Source: an optimization exercise on an open RTL-to-GDS flow (aim: small area and a short achievable clock period). Production flows keep margins and buffers that such runs may drop. Only simulation tests tie the RTL to the original design; equivalence was not proved. Power and IR drop assume default switching activity.

==> design/flow/config.mk <==
export PLATFORM = sky130hd
export DESIGN_NAME = rv32_core_lsu
export DESIGN_NICKNAME = rv32_core_lsu
export VERILOG_FILES = /design/flow/design.v
export SDC_FILE = /design/flow/constraint.sdc
export NUM_CORES = 4
export LEC_CHECK = 0
export CAP_MARGIN = 20
export CORE_MARGIN = 2
export CORE_UTILIZATION = 40
export SLEW_MARGIN = 20
==> design/flow/constraint.sdc <==
create_clock -name core_clock -period 25.0 [get_ports {clk_i}]
set_input_delay 5.0000 -clock core_clock [delete_from_list [all_inputs] [get_ports {clk_i}]]
set_output_delay 5.0000 -clock core_clock [all_outputs]
set_load 0.01 [all_outputs]
==> design/flow/design.v <==
package alu_opcodes_pkg;
localparam ALU_OP_WIDTH = 5;
localparam ALU_ADD  = 5'b00000;
localparam ALU_SUB  = 5'b01000;
localparam ALU_XOR  = 5'b00100;
localparam ALU_OR   = 5'b00110;
localparam ALU_AND  = 5'b00111;
localparam ALU_SRA  = 5'b01101;   
localparam ALU_SRL  = 5'b00101;   
localparam ALU_SLL  = 5'b00001;   
localparam ALU_LTS  = 5'b11100;   
localparam ALU_LTU  = 5'b11110;   
localparam ALU_GES  = 5'b11101;   
localparam ALU_GEU  = 5'b11111;   
localparam ALU_EQ   = 5'b11000;   
localparam ALU_NE   = 5'b11001;   
localparam ALU_SLTS = 5'b00010;   
localparam ALU_SLTU = 5'b00011;   
endpackage
package csr_pkg;
  localparam CSR_RW          = 3'b001;
  localparam CSR_RS          = 3'b010;
  localparam CSR_RC          = 3'b011;
  localparam CSR_RWI         = 3'b101;
  localparam CSR_RSI         = 3'b110;
  localparam CSR_RCI         = 3'b111;
  localparam MIE_ADDR        = 12'h304;
  localparam MTVEC_ADDR      = 12'h305;
  localparam MSCRATCH_ADDR   = 12'h340;
  localparam MEPC_ADDR       = 12'h341;
  localparam MCAUSE_ADDR     = 12'h342;
endpackage
package decoder_pkg;
  localparam LOAD_OPCODE     = 5'b00_000;
  localparam MISC_MEM_OPCODE = 5'b00_011;
  localparam OP_IMM_OPCODE   = 5'b00_100;
  localparam AUIPC_OPCODE    = 5'b00_101;
  localparam STORE_OPCODE    = 5'b01_000;
  localparam OP_OPCODE       = 5'b01_100;
  localparam LUI_OPCODE      = 5'b01_101;
  localparam BRANCH_OPCODE   = 5'b11_000;
  localparam JALR_OPCODE     = 5'b11_001;
  localparam JAL_OPCODE      = 5'b11_011;
  localparam SYSTEM_OPCODE   = 5'b11_100;
  localparam LDST_B          = 3'b000;
  localparam LDST_H          = 3'b001;
  localparam LDST_W          = 3'b010;
  localparam LDST_BU         = 3'b100;
  localparam LDST_HU         = 3'b101;
  localparam OP_A_RS1        = 2'b00;
  localparam OP_A_CURR_PC    = 2'b01;
  localparam OP_A_ZERO       = 2'b10;
  localparam OP_B_RS2        = 3'b000;
  localparam OP_B_IMM_I      = 3'b001;
  localparam OP_B_IMM_U      = 3'b010;
  localparam OP_B_IMM_S      = 3'b011;
  localparam OP_B_INCR       = 3'b100;
  localparam WB_EX_RESULT    = 2'd0;
  localparam WB_LSU_DATA     = 2'd1;
  localparam WB_CSR_DATA     = 2'd2;
endpackage
package memory_pkg;
  localparam INSTR_MEM_SIZE_BYTES = 512;
  localparam INSTR_MEM_SIZE_WORDS = INSTR_MEM_SIZE_BYTES / 4;
  localparam DATA_MEM_SIZE_BYTES  = 512;
  localparam DATA_MEM_SIZE_WORDS  = DATA_MEM_SIZE_BYTES / 4;
endpackage
module fulladder(
    input logic a_i,
    input logic b_i,
    input logic carry_i,  
    output logic sum_o, 
    output logic carry_o
);
assign sum_o = (a_i ^ b_i) ^ carry_i;
assign carry_o = (a_i & b_i) | ((a_i ^ b_i) & carry_i);
endmodule
module adder4(
    input logic [3:0] a_i,
    input logic [3:0] b_i,
    input logic carry_i,
    output logic [3:0] sum_o,
    output logic carry_o
);
    logic carry_0, carry_1, carry_2, carry_3;
    fulladder sum0(
        .a_i(a_i[0]),
        .b_i(b_i[0]),
        .carry_i(carry_i),
        .sum_o(sum_o[0]),
        .carry_o(carry_0)
    );
    fulladder sum1(
        .a_i(a_i[1]),
        .b_i(b_i[1]),
        .carry_i(carry_0),
        .sum_o(sum_o[1]),
        .carry_o(carry_1)
    );
    fulladder sum2(
        .a_i(a_i[2]),
        .b_i(b_i[2]),
        .carry_i(carry_1),
        .sum_o(sum_o[2]),
        .carry_o(carry_2)
    );
    fulladder sum3(
        .a_i(a_i[3]),
        .b_i(b_i[3]),
        .carry_i(carry_2),
        .sum_o(sum_o[3]),
        .carry_o(carry_o)
    );
endmodule
module adder32(
    input logic [31:0] a_i,
    input logic [31:0] b_i,
    input logic carry_i,
    output logic [31:0] sum_o,
    output logic carry_o
);
    logic carry_0, carry_1, carry_2, carry_3, carry_4, carry_5, carry_6;
    adder4 sum0 (
        .a_i(a_i[3:0]),
        .b_i(b_i[3:0]),
        .carry_i(carry_i),
        .sum_o(sum_o[3:0]),
        .carry_o(carry_0)
    );
    adder4 sum1 (
        .a_i(a_i[7:4]),
        .b_i(b_i[7:4]),
        .carry_i(carry_0),
        .sum_o(sum_o[7:4]),
        .carry_o(carry_1)
    );
    adder4 sum2 (
        .a_i(a_i[11:8]),
        .b_i(b_i[11:8]),
        .carry_i(carry_1),
        .sum_o(sum_o[11:8]),
        .carry_o(carry_2)
    );
    adder4 sum3 (
        .a_i(a_i[15:12]),
        .b_i(b_i[15:12]),
        .carry_i(carry_2),
        .sum_o(sum_o[15:12]),
        .carry_o(carry_3)
    );
    adder4 sum4 (
        .a_i(a_i[19:16]),
        .b_i(b_i[19:16]),
        .carry_i(carry_3),
        .sum_o(sum_o[19:16]),
        .carry_o(carry_4)
    );
    adder4 sum5 (
        .a_i(a_i[23:20]),
        .b_i(b_i[23:20]),
        .carry_i(carry_4),
        .sum_o(sum_o[23:20]),
        .carry_o(carry_5)
    );
    adder4 sum6 (
        .a_i(a_i[27:24]),
        .b_i(b_i[27:24]),
        .carry_i(carry_5),
        .sum_o(sum_o[27:24]),
        .carry_o(carry_6)
    );
    adder4 sum7 (
        .a_i(a_i[31:28]),
        .b_i(b_i[31:28]),
        .carry_i(carry_6),
        .sum_o(sum_o[31:28]),
        .carry_o(carry_o)
    );
endmodule
import alu_opcodes_pkg::*;
module alu (
    input  logic [31:0]  a_i,       
    input  logic [31:0]  b_i,       
    input  logic [4:0]   alu_op_i,  
    output logic [31:0]  result_o,  
    output logic         flag_o     
);
logic [31:0] tmp_res; 
   adder32 milashkaadder(
            .a_i(a_i),
            .b_i(b_i),
            .carry_i(1'b0),
            .sum_o(tmp_res),
            .carry_o()
            );
    always_comb begin
        result_o = 32'b0;  
        case (alu_op_i)
            ALU_ADD:  result_o = tmp_res;
            ALU_SUB:  result_o = a_i - b_i;
            ALU_XOR:  result_o = a_i ^ b_i;
            ALU_OR:   result_o = a_i | b_i;
            ALU_AND:  result_o = a_i & b_i;
            ALU_SLL:  result_o = a_i << b_i[4:0];  
            ALU_SRL:  result_o = a_i >> b_i[4:0];  
            ALU_SRA:  result_o = $signed(a_i) >>> b_i[4:0];  
            ALU_SLTS: result_o = ($signed(a_i) < $signed(b_i)) ? 32'd1 : 32'd0;
            ALU_SLTU: result_o = (a_i < b_i) ? 32'd1 : 32'd0;
            default:  result_o = 32'b0;
        endcase
    end
    always_comb begin
        flag_o = 1'b0;  
        case (alu_op_i)
            ALU_LTS:  flag_o = ($signed(a_i) < $signed(b_i));
            ALU_LTU:  flag_o = (a_i < b_i);
            ALU_GES:  flag_o = ($signed(a_i) >= $signed(b_i));
            ALU_GEU:  flag_o = (a_i >= b_i);
            ALU_EQ:   flag_o = (a_i == b_i);
            ALU_NE:   flag_o = (a_i != b_i);
            default:  flag_o = 1'b0;
        endcase
    end
endmodule
import memory_pkg::*;
module register_file (
  input  logic         clk_i,           
  input  logic         write_enable_i,  
  input  logic [4:0]   read_addr1_i,    
  input  logic [4:0]   read_addr2_i,    
  input  logic [4:0]   write_addr_i,    
  input  logic [31:0]  write_data_i,    
  output logic [31:0]  read_data1_o,    
  output logic [31:0]  read_data2_o     
);
  logic [31:0] rf_mem [31:0];
  assign read_data1_o = (read_addr1_i == 5'b0) ? 32'b0 : rf_mem[read_addr1_i];
  assign read_data2_o = (read_addr2_i == 5'b0) ? 32'b0 : rf_mem[read_addr2_i];
  always_ff @(posedge clk_i) begin
    if (write_enable_i && write_addr_i != 5'b0) begin
      rf_mem[write_addr_i] <= write_data_i;
    end
  end
endmodule
import alu_opcodes_pkg::*;
import csr_pkg::*;
import decoder_pkg::*;
module mega_decoder (
  input  logic [31:0]  fetched_instr_i,
  output logic [1:0]   a_sel_o,
  output logic [2:0]   b_sel_o,
  output logic [4:0]   alu_op_o,
  output logic [2:0]   csr_op_o,
  output logic         csr_we_o,
  output logic         mem_req_o,
  output logic         mem_we_o,
  output logic [2:0]   mem_size_o,
  output logic         gpr_we_o,
  output logic [1:0]   wb_sel_o,
  output logic         illegal_instr_o,
  output logic         branch_o,
  output logic         jal_o,
  output logic         jalr_o,
  output logic         mret_o
);
 logic [2:0]  funct3 ;
 logic [6:0]  funct7;
 logic [4:0] opcode;
assign funct3 = fetched_instr_i[14:12];
assign funct7 = fetched_instr_i[31:25];
assign opcode = fetched_instr_i[6:2];
  always_comb begin   
    illegal_instr_o = 1'b0;      
    mret_o = 1'b0;               
    jalr_o = 1'b0;               
    jal_o = 1'b0;                
    branch_o = 1'b0;             
    wb_sel_o = 2'b00;             
    alu_op_o = ALU_ADD;          
    csr_we_o = 1'b0;             
    csr_op_o = 3'd0;             
    mem_req_o = 1'b0;            
    mem_we_o = 1'b0;             
    gpr_we_o = 1'b0;             
    a_sel_o = 2'd0;              
    b_sel_o = 3'd0;              
    mem_size_o = 3'd0;           
    if(fetched_instr_i[1:0] == 2'b11) begin
    case (opcode)
    STORE_OPCODE: begin
              mem_req_o = 1;
              gpr_we_o = 0;
              mem_we_o = 1;
              b_sel_o = OP_B_IMM_S;
             case(funct3)
                    LDST_B, LDST_H, LDST_W: mem_size_o = funct3;     
                default : begin illegal_instr_o = 1;  mem_req_o = 0; mem_we_o = 0; end
              endcase
            end
     LOAD_OPCODE: begin
              mem_req_o = 1;
              gpr_we_o = 1;
              wb_sel_o = 1;
              b_sel_o = OP_B_IMM_I;
              case(funct3)
                    LDST_B, LDST_H, LDST_W, LDST_BU, LDST_HU: mem_size_o = funct3;     
              default: begin illegal_instr_o = 1; mem_req_o = 0; gpr_we_o = 0; end     
                endcase
            end 
        BRANCH_OPCODE: begin
            branch_o = 1'b1;  
            case({2'b11,funct3})
                ALU_EQ, ALU_NE, ALU_LTS, ALU_GES, ALU_LTU, ALU_GEU: mem_size_o = {2'b11,funct3};     
                default: begin  illegal_instr_o = 1; branch_o = 0; end    
            endcase
            alu_op_o = {2'b11, funct3};   
        end
        JALR_OPCODE: begin
           case(funct3)
            3'h0:  
              begin
                a_sel_o = OP_A_CURR_PC;    
                jalr_o = 1'b1; 
                b_sel_o = OP_B_INCR; 
                gpr_we_o = 1'b1; 
                alu_op_o = ALU_ADD;
              end
            default: illegal_instr_o = 1;
          endcase
        end
        JAL_OPCODE: begin
                  jal_o = 1;
                  gpr_we_o = 1;
                  a_sel_o = OP_A_CURR_PC;
                  b_sel_o  = OP_B_INCR;
                end
        AUIPC_OPCODE: begin
            a_sel_o = OP_A_CURR_PC;
            b_sel_o = OP_B_IMM_U;
            gpr_we_o = 1'b1;
        end
      MISC_MEM_OPCODE: begin
          case(funct3)
            3'h0 : begin alu_op_o = ALU_AND; b_sel_o = OP_B_IMM_I; end
            default: illegal_instr_o = 1;
          endcase
        end
 LUI_OPCODE: begin
          a_sel_o = OP_A_ZERO;
          b_sel_o = OP_B_IMM_U;
          alu_op_o = ALU_ADD;
          gpr_we_o = 1;
        end
        OP_OPCODE: begin
          gpr_we_o = 1;
            case(funct7)
                    7'b0100000 :case(funct3)
                         3'b000 : alu_op_o = ALU_SUB;
                         3'b101: alu_op_o = ALU_SRA;
                         default: begin illegal_instr_o = 1; gpr_we_o = 0; end
                         endcase 
                    7'b0000000 :case(funct3)      
                          3'b001: alu_op_o = ALU_SLL;
                        3'b010: alu_op_o = ALU_SLTS;
                        3'b011: alu_op_o = ALU_SLTU;
                        3'b100: alu_op_o = ALU_XOR;
                        3'b110: alu_op_o = ALU_OR;
                        3'b111: alu_op_o = ALU_AND;
                        3'b101:alu_op_o = ALU_SRL;
                        3'b000: alu_op_o = ALU_ADD;
                        default: begin illegal_instr_o = 1; gpr_we_o = 0; end
                        endcase
            default: begin illegal_instr_o = 1; gpr_we_o = 0; end
            endcase
         end   
      OP_IMM_OPCODE: begin
          gpr_we_o = 1;
          b_sel_o = OP_B_IMM_I;
          case(funct3)
               3'b001:  case(funct7)
                            7'b0:alu_op_o = ALU_SLL;
                            default: begin illegal_instr_o = 1; gpr_we_o = 0; end
                            endcase
                3'b101: case(funct7)
                            7'b0: alu_op_o = ALU_SRL;
                            7'b0100000: alu_op_o = ALU_SRA;
                            default: begin illegal_instr_o = 1; gpr_we_o = 0; end
                            endcase
                3'd0 : alu_op_o = ALU_ADD;
                3'd2 : alu_op_o = ALU_SLTS;
                3'd3 : alu_op_o = ALU_SLTU;
                3'd4 : alu_op_o = ALU_XOR;
                3'd6 : alu_op_o = ALU_OR;
                3'd7 : alu_op_o = ALU_AND;
          default: begin illegal_instr_o = 1; gpr_we_o = 0; end
          endcase
        end
  SYSTEM_OPCODE: begin
            case(funct3)
                          3'b000: begin 
                            case(funct7)
                              7'b000_0000: begin illegal_instr_o = 1'd1; gpr_we_o = 1'd0; end
                              7'b000_0001: begin illegal_instr_o = 1'd1; gpr_we_o = 1'd0; end
                              default:
                                        case(fetched_instr_i[31:0])
                                          32'b00110000001000000000000001110011: mret_o = 1'd1;
                                          default: illegal_instr_o = 1'd1;
                                        endcase
                              endcase
                              end
                          CSR_RW,CSR_RS, CSR_RC, CSR_RWI, CSR_RSI, CSR_RCI: begin
                            gpr_we_o = 1'd1;
                            wb_sel_o = WB_CSR_DATA;
                            csr_we_o = 1'd1;
                            csr_op_o = fetched_instr_i[14:12];
                            end
              default: begin illegal_instr_o = 1'd1;gpr_we_o = 1'd0; end
            endcase
          end
      default: begin illegal_instr_o = 1'd1;gpr_we_o = 1'd0; end
    endcase     
end
else begin 
      illegal_instr_o = 1; 
    end
    end
endmodule
module csr_controller (
    input logic clk_i,
    input logic rst_i,
    input logic trap_i,
    input logic [2:0] opcode_i,
    input logic [11:0] addr_i,
    input logic [31:0] pc_i,
    input logic [31:0] mcause_i,
    input logic [31:0] rs1_data_i,
    input logic [31:0] imm_data_i,
    input logic        write_enable_i,
    output logic [31:0] read_data_o,
    output logic [31:0] mie_o,
    output logic [31:0] mepc_o,
    output logic [31:0] mtvec_o
);
  logic [31:0] VeD, vXRXX, Tzi1KCKE, gfnK, gaSybr;
  logic [31:0] mcause, mscratch;
  logic asdfga;
  logic [31:0] fadfda;
  assign mscratch = Tzi1KCKE;
  logic adfader;
  logic [2:0] llafdh;
  logic [31:0] ljlkjavn;
  logic [31:0] ljljlj;
  assign mtvec_o = vXRXX;
  logic [31:0] abvD3l;
  assign mcause = gaSybr;
  logic [31:0] ljiuasdf;
  assign mepc_o = gfnK;
  logic [4:0] suabm1;
  assign asdfga = write_enable_i;
  logic [31:0] ljiufdqwq;
  assign suabm1[3] = asdfga & (fadfda == (32'h0a0f_030f & 32'hf500_0f05));
  assign adfader = trap_i;
  logic [31:0] lkjoiuqer;
  assign ljlkjavn = pc_i;
  assign fadfda = addr_i;
  assign suabm1[4] = asdfga & (fadfda == (32'h0000_0300 | 32'h0000_0004));
  assign lkjoiuqer = mcause_i;
  assign suabm1[2] = asdfga & (fadfda == (32'ha050_0300 ^ 32'ha050_0040));
  assign ljiuasdf = imm_data_i;
  assign llafdh = opcode_i;
  assign suabm1[1] = asdfga & (fadfda == (32'd1234 - 32'd401));
  assign mie_o   = VeD;
  assign suabm1[0] = asdfga & (fadfda == (32'h1dd + 32'h165));
  assign read_data_o = ljiufdqwq;
  assign ljljlj = rs1_data_i;
  always_comb begin
    case (llafdh[2:0])
      0: abvD3l = ljljlj ^ rs1_data_i;
      1: abvD3l = ljljlj;
      2: abvD3l = ljljlj | ljiufdqwq;
      3: abvD3l = ~ljljlj & ljiufdqwq;
      4: abvD3l = ~rs1_data_i ^ ~ljljlj;
      5: abvD3l = ljiuasdf;
      6: abvD3l = ljiuasdf | ljiufdqwq;
      7: abvD3l = ~ljiuasdf & ljiufdqwq;
    endcase
  end
  always_comb begin
    case (fadfda)
      772: ljiufdqwq = VeD;
      773: ljiufdqwq = vXRXX;
      832: ljiufdqwq = Tzi1KCKE;
      833: ljiufdqwq = gfnK;
      834: ljiufdqwq = gaSybr;
      default: ljiufdqwq = 32'd0;
    endcase
  end
  always_ff @(posedge clk_i) begin
    if (rst_i) begin
      VeD <= 32'd0;
    end else if (suabm1[4]) begin
      VeD <= abvD3l;
    end
  end
  always_ff @(posedge clk_i) begin
    if (rst_i) begin
      vXRXX <= 32'd0;
    end else if (suabm1[3]) begin
      vXRXX <= abvD3l;
    end
  end
  always_ff @(posedge clk_i) begin
    if (rst_i) begin
      Tzi1KCKE <= 32'd0;
    end else if (suabm1[2]) begin
      Tzi1KCKE <= abvD3l;
    end
  end
  always_ff @(posedge clk_i) begin
    if (rst_i) begin
      gfnK <= 32'd0;
    end else if (suabm1[1] | adfader) begin
      gfnK <= adfader ? ljlkjavn : abvD3l;
    end
  end
  always_ff @(posedge clk_i) begin
    if (rst_i) begin
      gaSybr <= 32'd0;
    end else if (suabm1[0] | adfader) begin
      gaSybr <= adfader ? lkjoiuqer : abvD3l;
    end
  end
endmodule
module interrupt_controller(
  input  logic        clk_i,
  input  logic        rst_i,
  input  logic        exception_i,
  input  logic        irq_req_i,
  input  logic        mie_i,
  input  logic        mret_i,
  output logic        irq_ret_o,
  output logic [31:0] irq_cause_o,
  output logic        irq_o
);
logic exc_h, irq_h;
always_ff @(posedge clk_i) begin
  if(rst_i) begin
    exc_h <= 1'b0;
  end
  else begin
    case({mret_i, exception_i, exc_h})
      0: exc_h <= 0;
      1: exc_h <= 1;
      2: exc_h <= 1;
      3: exc_h <= 1;
      4: exc_h <= 0;
      5: exc_h <= 0;
      6: exc_h <= 0;
      7: exc_h <= 0;
    endcase
  end
end
always_comb begin
  case({mret_i, exception_i, exc_h})
    0: irq_ret_o = 0;
    1: irq_ret_o = 0;
    2: irq_ret_o = 0;
    3: irq_ret_o = 0;
    4: irq_ret_o = 1;
    5: irq_ret_o = 0;
    6: irq_ret_o = 0;
    7: irq_ret_o = 0;
  endcase
end
always_ff @(posedge clk_i) begin
  if(rst_i) begin
    irq_h <= 1'b0;
  end
  else begin
    case({irq_ret_o, irq_o, irq_h})
      0: irq_h <= 0;
      1: irq_h <= 1;
      2: irq_h <= 1;
      3: irq_h <= 1;
      4: irq_h <= 0;
      5: irq_h <= 0;
      6: irq_h <= 0;
      7: irq_h <= 0;
    endcase
  end
end
assign irq_cause_o = 32'h8000_0010 | 32'haaaaaaaa & 32'h55555555;
always_comb begin
  case({irq_req_i, mie_i, exception_i, exc_h, irq_h})
  00: irq_o = 0;
  01: irq_o = 0;
  02: irq_o = 0;
  03: irq_o = 0;
  04: irq_o = 0;
  05: irq_o = 0;
  06: irq_o = 0;
  07: irq_o = 0;
  08: irq_o = 0;
  09: irq_o = 0;
  10: irq_o = 0;
  11: irq_o = 0;
  12: irq_o = 0;
  13: irq_o = 0;
  14: irq_o = 0;
  15: irq_o = 0;
  16: irq_o = 0;
  17: irq_o = 0;
  18: irq_o = 0;
  19: irq_o = 0;
  20: irq_o = 0;
  21: irq_o = 0;
  22: irq_o = 0;
  23: irq_o = 0;
  24: irq_o = 1;
  25: irq_o = 0;
  26: irq_o = 0;
  27: irq_o = 0;
  28: irq_o = 0;
  29: irq_o = 0;
  30: irq_o = 0;
  31: irq_o = 0;
  endcase
end
endmodule
import decoder_pkg::*;
module lsu (
  input logic clk_i,
  input logic rst_i,
  input  logic        core_req_i,
  input  logic        core_we_i,
  input  logic [ 2:0] core_size_i,
  input  logic [31:0] core_addr_i,
  input  logic [31:0] core_wd_i,
  output logic [31:0] core_rd_o,
  output logic        core_stall_o,
  output logic        mem_req_o,
  output logic        mem_we_o,
  output logic [ 3:0] mem_be_o,
  output logic [31:0] mem_addr_o,
  output logic [31:0] mem_wd_o,
  input  logic [31:0] mem_rd_i,
  input  logic        mem_ready_i
);
logic enable;
logic [32:0] cursed_numbers;
assign cursed_numbers = 33'd4_8_15_16_23_42;
assign core_stall_o = ({core_req_i, enable, mem_ready_i} >= (cursed_numbers >> 30)) && ({core_req_i, enable, mem_ready_i} != cursed_numbers[7:5]);
always_ff @(posedge clk_i) begin
  if(rst_i) begin
    enable <= 0;
  end
  else begin
    enable <= core_stall_o;
  end
end
logic [1:0] tesffo_etyb;
logic       tesffo_flah;
assign tesffo_etyb = core_addr_i[1:0];
assign tesffo_flah = core_addr_i[1];
always_comb begin
   case(core_size_i)
    LDST_B: begin
      case(tesffo_etyb)
        cursed_numbers[14:12]: for(int i=0; i < 32; i++)core_rd_o[i] <= i >= 7 ? mem_rd_i[7]    : mem_rd_i[i];
        cursed_numbers[ 4: 2]: for(int i=0; i < 32; i++)core_rd_o[i] <= i <= 7 ? mem_rd_i[i+8]  : mem_rd_i[15];
        cursed_numbers[12:10]: for(int i=0; i < 32; i++)core_rd_o[i] <= i <= 7 ? mem_rd_i[i+16] : mem_rd_i[23];
        cursed_numbers[10: 8]: for(int i=0; i < 32; i++)core_rd_o[i] <= i <= 7 ? mem_rd_i[i+24] : mem_rd_i[31];
        default: core_rd_o <= 32'd0;
      endcase
    end
    LDST_H: begin
      case(tesffo_flah)
       &'1: for(int i=0; i < 32; i++)core_rd_o[i] <= i <= 15 ? mem_rd_i[i+16] : mem_rd_i[31];
       |'0: for(int i=0; i < 32; i++)core_rd_o[i] <= i <= 15 ? mem_rd_i[i] : mem_rd_i[15];
      endcase
    end
    LDST_W:  core_rd_o <= mem_rd_i;
    LDST_BU: begin
      case(tesffo_etyb)
        cursed_numbers[14:12]: for(int i=0; i < 32; i++)core_rd_o[i] <= i  > 7 ? 0 : mem_rd_i[i];
        cursed_numbers[ 4: 2]: for(int i=0; i < 32; i++)core_rd_o[i] <= i <= 7 ? mem_rd_i[i+8] : 0;
        cursed_numbers[12:10]: for(int i=0; i < 32; i++)core_rd_o[i] <= i <= 7 ? mem_rd_i[i+16] : 0;
        cursed_numbers[10: 8]: for(int i=0; i < 32; i++)core_rd_o[i] <= i <= 7 ? mem_rd_i[i+24] : 0;
        default: core_rd_o <= 32'd0;
      endcase
    end
    LDST_HU: begin
      case(tesffo_flah)
       &'1: for(int i=0; i < 32; i++)core_rd_o[i] <= i <= 15 ? mem_rd_i[i+16] : 0;
       |'0: for(int i=0; i < 32; i++)core_rd_o[i] <= i <= 15 ? mem_rd_i[i] : 0;
      endcase
    end
    default: core_rd_o <= 32'd0;
  endcase
end
always_comb begin
  case(core_size_i)
    LDST_B: begin
      case(tesffo_etyb)
        cursed_numbers[14:12]: mem_be_o <= cursed_numbers[14:11];
        cursed_numbers[ 4: 2]: mem_be_o <= cursed_numbers[13:10];
        cursed_numbers[12:10]: mem_be_o <= {1'b0, cursed_numbers[32:30]};
        cursed_numbers[10: 8]: mem_be_o <= cursed_numbers[15:12];
        default: mem_be_o <= '0;
      endcase
    end
    LDST_H: begin
      case(tesffo_flah)
        |'0: mem_be_o <= cursed_numbers[30:27];
        &'1: mem_be_o <= cursed_numbers[16:13];
      endcase
    end
    default: mem_be_o <= 4'b1111;
  endcase
end
assign mem_we_o   = !core_we_i ? |'0 : &'1; assign mem_req_o  = core_req_i ? 1 : 0;
genvar gi;generate for(gi=0; gi<32; gi++)assign mem_addr_o[gi] = core_addr_i[gi];endgenerate
always_comb begin
  case(core_size_i)
    LDST_B: for(int i=0; i < 4; i++)for(int j=0; j < 8; j++)mem_wd_o[8*i+j] <= core_wd_i[j];
    LDST_H: for(int i=0; i < 2; i++)for(int j=0; j < 16; j++)mem_wd_o[16*i+j] <= core_wd_i[j];
    LDST_W: for(int i = 0; i < 32; i++)mem_wd_o[i] <= core_wd_i[i];
    default:mem_wd_o <= 32'd0;
  endcase
end
endmodule
`timescale 1ns / 1ps
module processor_core (
  input  logic        clk_i,
  input  logic        rst_i,
  input  logic        stall_i,
  input  logic [31:0] instr_i,
  input  logic [31:0] mem_rd_i,
  input  logic        irq_req_i,
  output logic [31:0] instr_addr_o,
  output logic [31:0] mem_addr_o,
  output logic [ 2:0] mem_size_o,
  output logic        mem_req_o,
  output logic        mem_we_o,
  output logic [31:0] mem_wd_o,
  output logic        irq_ret_o
);
  localparam ZERO = 32'd0;
  localparam FOUR = 32'd4;
  localparam TWO = 32'h0000_0002;
logic trap;
logic irq;
logic [31:0]  mie;
logic [31:0] mepc;
logic [31:0] mtvec;
logic [31:0] csr_wd;
logic [31:0] mcause;
logic [31:0] irq_cause;
  logic [11:0] imm_I;
  logic [11:0] imm_S;
  logic [12:0] imm_B;
  logic [20:0] imm_J; 
  logic [4:0]  imm_Z;
  logic [31:0] imm_U;
  assign imm_I = instr_i[31:20];                                                                    
  assign imm_U = { instr_i[31:12], 12'h000 };                                                       
  assign imm_S = { instr_i[31:25], instr_i[11:7] };                                                 
  assign imm_B = { instr_i[31], instr_i[7], instr_i[30:25], instr_i[11:8], 1'b0 };                  
  assign imm_J = { instr_i[31], instr_i[19:12], instr_i[20], instr_i[30:21], 1'b0 };                
  assign imm_Z = instr_i[19:15];     
  logic [31:0] SE_imm_I;
  logic [31:0] SE_imm_S;
  logic [31:0] SE_imm_B;
  logic [31:0] SE_imm_J;
  logic [31:0] ZE_imm_Z;
  assign SE_imm_I = { {20{imm_I[11]}}, imm_I };    
  assign SE_imm_S = { {20{imm_S[11]}}, imm_S };   
  assign SE_imm_B = { {19{imm_B[12]}}, imm_B };   
  assign SE_imm_J = { {11{imm_J[20]}}, imm_J };   
  assign ZE_imm_Z = { 27'd0, imm_Z};
  logic         b; 
  logic         jal; 
  logic         jalr; 
  logic         mret; 
  logic         illegal_instr; 
  logic         csr_we; 
  logic [2:0]   csr_op; 
  logic [1:0]   a_sel; 
  logic [2:0]   b_sel; 
  logic [4:0]   alu_op; 
  logic [1:0]   wb_sel; 
  logic         mem_we; 
  logic         mem_req; 
  logic         gpr_we; 
  mega_decoder decoder(
   .fetched_instr_i(instr_i),
  .a_sel_o(a_sel),
  .b_sel_o(b_sel),
  .alu_op_o(alu_op),
  .csr_op_o(csr_op),
  .csr_we_o(csr_we),
  .mem_req_o(mem_req),           
  .mem_we_o(mem_we),               
  .mem_size_o(mem_size_o),
  .gpr_we_o(gpr_we),
  .wb_sel_o(wb_sel),
  .illegal_instr_o(illegal_instr),
  .branch_o(b),
  .jal_o(jal),
  .jalr_o(jalr),
  .mret_o(mret)
  );
  logic [4:0]  RA1;
  logic [4:0]  RA2;
  logic [4:0]  WA;
  assign RA1 = instr_i[19:15];    
  assign RA2 = instr_i[24:20];    
  assign WA = instr_i[11:7];      
  logic [31:0] RD1;
  logic [31:0] RD2;
  logic        WE;
  logic [31:0] WD;
  assign mem_wd_o = RD2;
  assign WE = gpr_we &&!( trap || stall_i);  
  register_file RF(
    .clk_i(clk_i),
    .read_addr1_i(RA1),
    .read_addr2_i(RA2),
    .write_addr_i(WA),
    .write_data_i(WD),
    .read_data1_o(RD1),
    .read_data2_o(RD2),
    .write_enable_i(WE)
  );
  logic [31:0] a_i;
  logic [31:0] b_i;
  logic [31:0] result_o;
  logic        flag;
  alu ALU(
    .a_i(a_i),
    .b_i(b_i),
    .alu_op_i(alu_op),
    .flag_o(flag),
    .result_o(result_o)
  );
  logic [31:0] sum_for_PC;
  logic [31:0] PC;
  logic [31:0] jalr_mult;
  logic [31:0] jal_mult;
  logic [31:0] branch_mult;
  logic [31:0] trap_mult;
  logic [31:0] mret_mult;
  always_ff @(posedge clk_i) begin
    if(rst_i) begin
      PC <= ZERO;
    end 
    else begin
      if(!stall_i || trap)
        PC <= mret_mult;      
      end
    end
  always_comb begin
    case(trap)
      1'b0: trap_mult = jalr_mult;
      1'b1: trap_mult = mtvec;
    endcase
  end
  always_comb begin
    case(mret)
      1'b0: mret_mult = trap_mult;
      1'b1: mret_mult = mepc;
    endcase
  end
  logic [31:0] sum;
  adder32 pc_adder(  
    .a_i(RD1),                  
    .b_i(SE_imm_I),                  
    .sum_o(sum),                
    .carry_i('0)                      
  );
  logic [31:0] sum_left_summator_imm;
  assign sum_left_summator_imm = { sum[31:1], 1'b0 };  
  logic [31:0] sumator_praviy;
   adder32 pc_adder2( 
    .a_i(PC),                  
    .b_i(jal_mult),                  
    .sum_o(sumator_praviy),                
    .carry_i('0)                      
  );
  always_comb begin
    case(a_sel)
      2'd0: a_i = RD1;
      2'd1: a_i = PC;
      2'd2: a_i = ZERO;
      default: a_i = 0;
    endcase
  end
  always_comb begin
    case(b_sel)
      3'd0: b_i = RD2;
      3'd1: b_i = SE_imm_I;
      3'd2: b_i = imm_U;
      3'd3: b_i = SE_imm_S;
      3'd4: b_i = FOUR;
      default: b_i = 0;
    endcase
  end
  always_comb begin
    case(wb_sel)
      2'd0: WD = result_o;
      2'd1: WD = mem_rd_i;
      2'd2: WD = csr_wd;  
      default: WD = 0;
    endcase
  end
  always_comb begin
    case(b)
      1'b0: branch_mult = SE_imm_J;
      1'b1: branch_mult = SE_imm_B;
    endcase
  end
  always_comb begin
    case((flag && b) || jal)
      1'b0: jal_mult = FOUR;
      1'b1: jal_mult = branch_mult;
    endcase
  end
  always_comb begin
    case(jalr)
      1'b0: jalr_mult = sumator_praviy;
      1'b1: jalr_mult = sum_left_summator_imm;
    endcase
  end
assign mem_we_o = !trap && mem_we;
assign mem_req_o = !trap && mem_req;
  always_comb begin
    case(illegal_instr)
      1'b0: mcause = irq_cause;
      1'b1: mcause = TWO;
    endcase
  end
  csr_controller CSR(
    .clk_i(clk_i),
    .rst_i(rst_i),
    .trap_i(trap),
    .opcode_i(csr_op),
    .addr_i(instr_i[31:20]),
    .pc_i(PC),
    .mcause_i(mcause),
    .rs1_data_i(RD1),
    .imm_data_i(ZE_imm_Z),
    .write_enable_i(csr_we),
    .read_data_o(csr_wd),
    .mie_o(mie),
    .mepc_o(mepc),
    .mtvec_o(mtvec)
);
interrupt_controller IRQ(
  .clk_i(clk_i),
  .rst_i(rst_i),
  .exception_i(illegal_instr),
  .irq_req_i(irq_req_i),
  .mie_i(mie[16]),                                            
  .mret_i(mret),
  .irq_ret_o(irq_ret_o),
  .irq_cause_o(irq_cause),
  .irq_o(irq)
);
  assign trap = irq || illegal_instr;                
  assign instr_addr_o = PC;
  assign mem_addr_o = result_o;
  assign mem_wd_o = RD2;
endmodule
module rv32_core_lsu (
  input  logic        clk_i,
  input  logic        rst_i,
  input  logic [31:0] instr_i,
  output logic [31:0] instr_addr_o,
  output logic        mem_req_o,
  output logic        mem_we_o,
  output logic [ 3:0] mem_be_o,
  output logic [31:0] mem_addr_o,
  output logic [31:0] mem_wd_o,
  input  logic [31:0] mem_rd_i,
  input  logic        mem_ready_i,
  input  logic        irq_req_i,
  output logic        irq_ret_o
);
  logic        stall;
  logic        core_req;
  logic        core_we;
  logic [ 2:0] core_size;
  logic [31:0] core_wd;
  logic [31:0] core_addr;
  logic [31:0] core_rd;
  processor_core core (
    .clk_i        (clk_i),
    .rst_i        (rst_i),
    .stall_i      (stall),
    .instr_i      (instr_i),
    .mem_rd_i     (core_rd),
    .irq_req_i    (irq_req_i),
    .instr_addr_o (instr_addr_o),
    .mem_addr_o   (core_addr),
    .mem_size_o   (core_size),
    .mem_req_o    (core_req),
    .mem_we_o     (core_we),
    .mem_wd_o     (core_wd),
    .irq_ret_o    (irq_ret_o)
  );
  lsu lsu_i (
    .clk_i        (clk_i),
    .rst_i        (rst_i),
    .core_req_i   (core_req),
    .core_we_i    (core_we),
    .core_size_i  (core_size),
    .core_addr_i  (core_addr),
    .core_wd_i    (core_wd),
    .core_rd_o    (core_rd),
    .core_stall_o (stall),
    .mem_req_o    (mem_req_o),
    .mem_we_o     (mem_we_o),
    .mem_be_o     (mem_be_o),
    .mem_addr_o   (mem_addr_o),
    .mem_wd_o     (mem_wd_o),
    .mem_rd_i     (mem_rd_i),
    .mem_ready_i  (mem_ready_i)
  );
endmodule
==> design/flow/run.sh <==
#!/bin/bash
# synth_recipe.tcl (not shown) runs the flow's synth.tcl, then flattens the netlist and writes it again
# the make line also repeats each setting of config.mk as NAME=value (left out here)
make -C /OpenROAD-flow-scripts/flow DESIGN_CONFIG=/design/flow/config.mk WORK_HOME=/design/flow/orfs CLKGATE_MAP_FILE= SYNTH_SCRIPT=/design/flow/synth_recipe.tcl finish
==> impl_metrics.py <==
metrics = {
    "grt": {
        "grt_pass1_wl_um": 425000,
        "grt_antenna_before_repair": 23,
        "first_global_vias": 53242,
        "grtUsageTotal": 0.337,
        "grt.overflow.total": 0,
        "grt_max_degree": 103,
    },
    "finish": {
        "fin_cells": 8312,
        "nets": 6115,
        "syn2layout_area_growth_pct": 15.1,
        "nFillCells": 15602,
        "drive_gt1_frac": 0.218,
    },
    "synthesis": {
        "yosys_most_used_dff": "edfxtp_1",
        "synthXorXnorAreaFrac": 0.00186,
        "synth_top_area_cell": "edfxtp_1",
        "synth_edf_count": 1024,
        "synth-async-reset-ratio": 0,
        "avgSynthCellArea_sq_um": 12.6,
        "syn_area_sq_um": 70500,
        "synthCells": 5602,
        "seq_area_frac_synth": 0.492,
        "ys_seq_elements": 1219,
        "synthTopCellsByArea": "edfxtp_1 (44%), mux4_2 (15%), dfxtp_1 (5.5%), mux2i_1 (5.0%), nand2_1 (2.9%)",
        "synth_compound_area_frac": 0.128,
        "synth_cell_types": 97,
        "yosys.area_share.simple": 0.0852,
        "yosys_warnings": 7,
        "synth_top_family_by_area": "multiplexers",
        "muxShareOfSynthArea": 0.213,
        "synthAdderAreaFrac": 0.0430,
        "yosysTopAreaCellShare": 0.436,
    },
    "floorplanning": {
        "rows": 154,
        "start_util": 0.402,
        "die_h_um": 424,
        "io_pins": 171,
        "die_w_um": 424,
        "core-area_sq_um": 176000,
        "dieArea_sq_um": 180000,
    },
    "cts": {
        "cts.path.max_buffers": 3,
        "cts_tree": "built",
        "cts.sinks": 1219,
        "htree_levels": 4,
        "clk_latency_ns": 0.80,
        "cts-root-buf": "clkbuf_16",
        "cts.clk_slew.worst_paths_ns": 0.05,
        "cts_buffers": 134,
    },
    "sta": {
        "final-hold-violation-count": 0,
        "min_period_ns": 24.54,
        "period_share": 0.982,
        "setup_viol": 0,
        "slew_headroom": 0.103,
        "fmax_ghz": 0.0407,
        "clock_skew_ns": 0.0450,
        "timing.final.max_slew_violations": 0,
        "tns_ns": 0,
        "tightest_slew_ns": 1.34,
    },
    "placement": {
        "routabilityCongestion": 1.04,
        "dp_hpwl_um": 207000,
        "numPortBuffers": 170,
        "dp_cells": 8062,
    },
    "setup_path": {
        "startpoint_type": "primary input",
        "cp_common_cell": "fa_1",
        "endpoint_kind": "output pin",
        "cpPeakStageDelay_ns": 0.55,
        "crit_type": "in2out",
        "cp_slowest_cell": "fa_1",
        "worst-path-max-fanout": 11,
        "worst_ep_arrival_time_ns": 19.54,
        "worstPathRequired_ns": 20.00,
    },
    "detailed_routing": {
        "drt-initial-drc-count": 7737,
        "vias": 55628,
        "drtAntennaViolNets": 0,
        "vias_per_cell": 6.69,
        "drc": 0,
        "wire_per_inst_um": 37.0,
        "routed_wl_um": 308000,
        "dr.pass1.iters": 7,
    },
    "pwr": {
        "power_mw": 6.08,
        "p_per_area_nw_per_um2": 74.9,
        "max-vdd-ir-drop_mv": 0.0554,
        "p_leak_nw": 27.8,
    },
    "outcome": {
        "status": "timing/DRC/antenna clean",
    },
    "flow_run": {
        "drv_cap": 0,
    },
    "min_path": {
        "hold_path.class": "reg2reg",
    },
}
[final timing paths]
| check | depth (start not counted) | slack (ns) | startpoint | to |
|---|---|---|---|---|
| setup reg to reg | 55 | 5.53 | core.RF.rf_mem[11][15] | core.PC[31] |
| hold / removal | 2 | 0.45 | core.CSR.Tzi1KCKE[8] | core.CSR.Tzi1KCKE[8] |
| setup / recovery | 49 | 0.46 | instr_i[18] | mem_addr_o[30] |
| hold reg to reg | 2 | 0.45 | core.CSR.Tzi1KCKE[8] | core.CSR.Tzi1KCKE[8] |
[sequential cells by signal, indices dropped and copies added, names as in the netlist]
signal / count
core.PC: 32
core.CSR.gaSybr: 32
core.CSR.Tzi1KCKE: 32
core.CSR.gfnK: 32
lsu_i.enable: 1
core.CSR.vXRXX: 32
core.IRQ.irq_h: 1
core.RF.rf_mem: 1024
core.IRQ.exc_h: 1
core.CSR.VeD: 32
[cells in the mapped netlist (46+ instances only)]
master,n
fa_1,90
buf_2,64
a211oi_1,128
o211ai_1,53
clkbuf_1,303
a22o_1,64
buf_1,64
dfxtp_1,195
ha_1,98
inv_1,107
nand3_1,80
nand2_1,539
o22ai_1,64
nor2_1,440
o21ai_0,129
a21oi_1,351
mux4_2,476
mux2_2,57
mux2i_1,354
nor3_1,91
edfxtp_1,1024
buf_4,46
a22oi_1,171
[logic make-up (layout without fill, tap and decap cells)]
kind of cell / count (synthesis) / count (layout)
other: 1 / 44
AND/OR/NAND/NOR: 1370 / 1370
multiplexers: 894 / 894
adder cells (fa/ha/maj): 188 / 188
AO/OA/AOI/OAI: 1301 / 1301
flip-flops: 1219 / 1219
buffers and inverters: 614 / 941
XOR/XNOR: 15 / 15
[layout by cell type, fill, tap and decap left out, types with 28 or more instances in the layout]
master,Yosys,final
mux4_2,476,476
and2_1,39,35
edfxtp_1,1024,1024
buf_4,46,398
fa_1,90,77
nor2_4,0,31
nand2_1,539,534
or3_1,30,28
dfxtp_1,195,195
conb_1,1,32
a22o_1,64,63
nor3_1,91,86
a22oi_1,171,169
mux2i_1,354,354
a21oi_1,351,345
inv_1,107,107
o22ai_1,64,64
o21ai_0,129,127
nor2_1,440,406
o221ai_1,38,38
nand3_1,80,75
clkbuf_1,303,28
o211ai_1,53,53
mux2_2,57,57
a222oi_1,35,35
ha_1,98,98
clkdlybuf4s50_1,0,156
clkbuf_16,0,137
a211oi_1,128,128
[through the flow]
stage          area (sq um)  utilization  setup slack [ns]  hold WS [ns]
2_1_floorplan         70600            -             0.208         0.431
6_report              81100        0.462             0.458         0.454
3_5_place_dp          76700        0.437            -0.437         0.446
3_3_place_gp          76600        0.437            -0.396         0.441
5_1_grt               81100        0.462           -0.0487         0.474
4_1_cts               81000        0.461            0.0338         0.454
[layout make-up]
type,instances,area [sq um],area share
tap,2340,2930,0.0361
timing repair buffer,583,4980,0.0614
antenna,12,30.0,0.000370
clock inverter,67,703,0.00867
multi-input combinational,3800,33800,0.416
sequential,1219,34700,0.427
clock buffer,170,3600,0.0444
inverter,121,459,0.00566
[critical path: cells and delay by family]
| family | cells | cell delay, ns |
|---|---|---|
| buf+inv | 9 | 1.48 |
| compound gates | 7 | 1.41 |
| simple gates | 3 | 0.77 |
| fa+ha+maj | 30 | 10.85 |
[power by group]
| part | internal [mW] | total, mW | switching (mW) |
|---|---|---|---|
| sequential | 2.47 | 2.49 | 0.0132 |
| combinational | 0.509 | 1.62 | 1.12 |
| clock | 1.12 | 1.97 | 0.846 |
| total | 4.10 | 6.08 | 1.98 |
[repair_timing]
| item | 4_1_cts | 5_1_grt |
|---|---|---|
| pin swaps | 1 | 3 |
| hold buffers | 0 | 0 |
| buffers inserted | 0 | 0 |
| gates resized for setup | 8 | 22 |
| setup endpoints to repair | 2 | 5 |
[per-layer routing]
metal | share of wire | up-vias | routed length [um] | GRT usage
li1 | - | 22519 | - | -
met1 | 0.36 | 28264 | 109000 | 0.415
met2 | 0.45 | 3869 | 139000 | 0.522
met3 | 0.11 | 956 | 33400 | 0.0824
met4 | 0.083 | 20 | 25700 | 0.234
met5 | 0.00048 | - | 149 | 0

## re-timing with driven ports
The results above use ideal ports. As a check the final layout listed here was re-extracted and re-timed, cells and wires unchanged. Step 1 sets driving cells, clkbuf_16 on the clock port and buf_2 on the other inputs (assumed; they add their load-dependent delay and slew). Step 2 times the ports against the registers' clock, not the clock port: input delays grow and output delays shrink by t, the midpoint of the rising clock arrivals with the driver on. a / b / c = ideal ports / drivers / drivers and shift; a / b = the first two.
t (ns): 0.861
slack for setup (ns): 0.458 / 0.437 / -0.235
worst hold slack (ns): 0.454 / 0.454 / 0.454
slew at the worst register clock pin (ns): 0.07 / 0.07
cell pins on the clock port's net: 1
With both steps, setup timing fails in this run, where it was met with ideal ports. For this run, drivers alone change the setup slack by -0.021 ns; drivers and shift together by -0.693 ns.
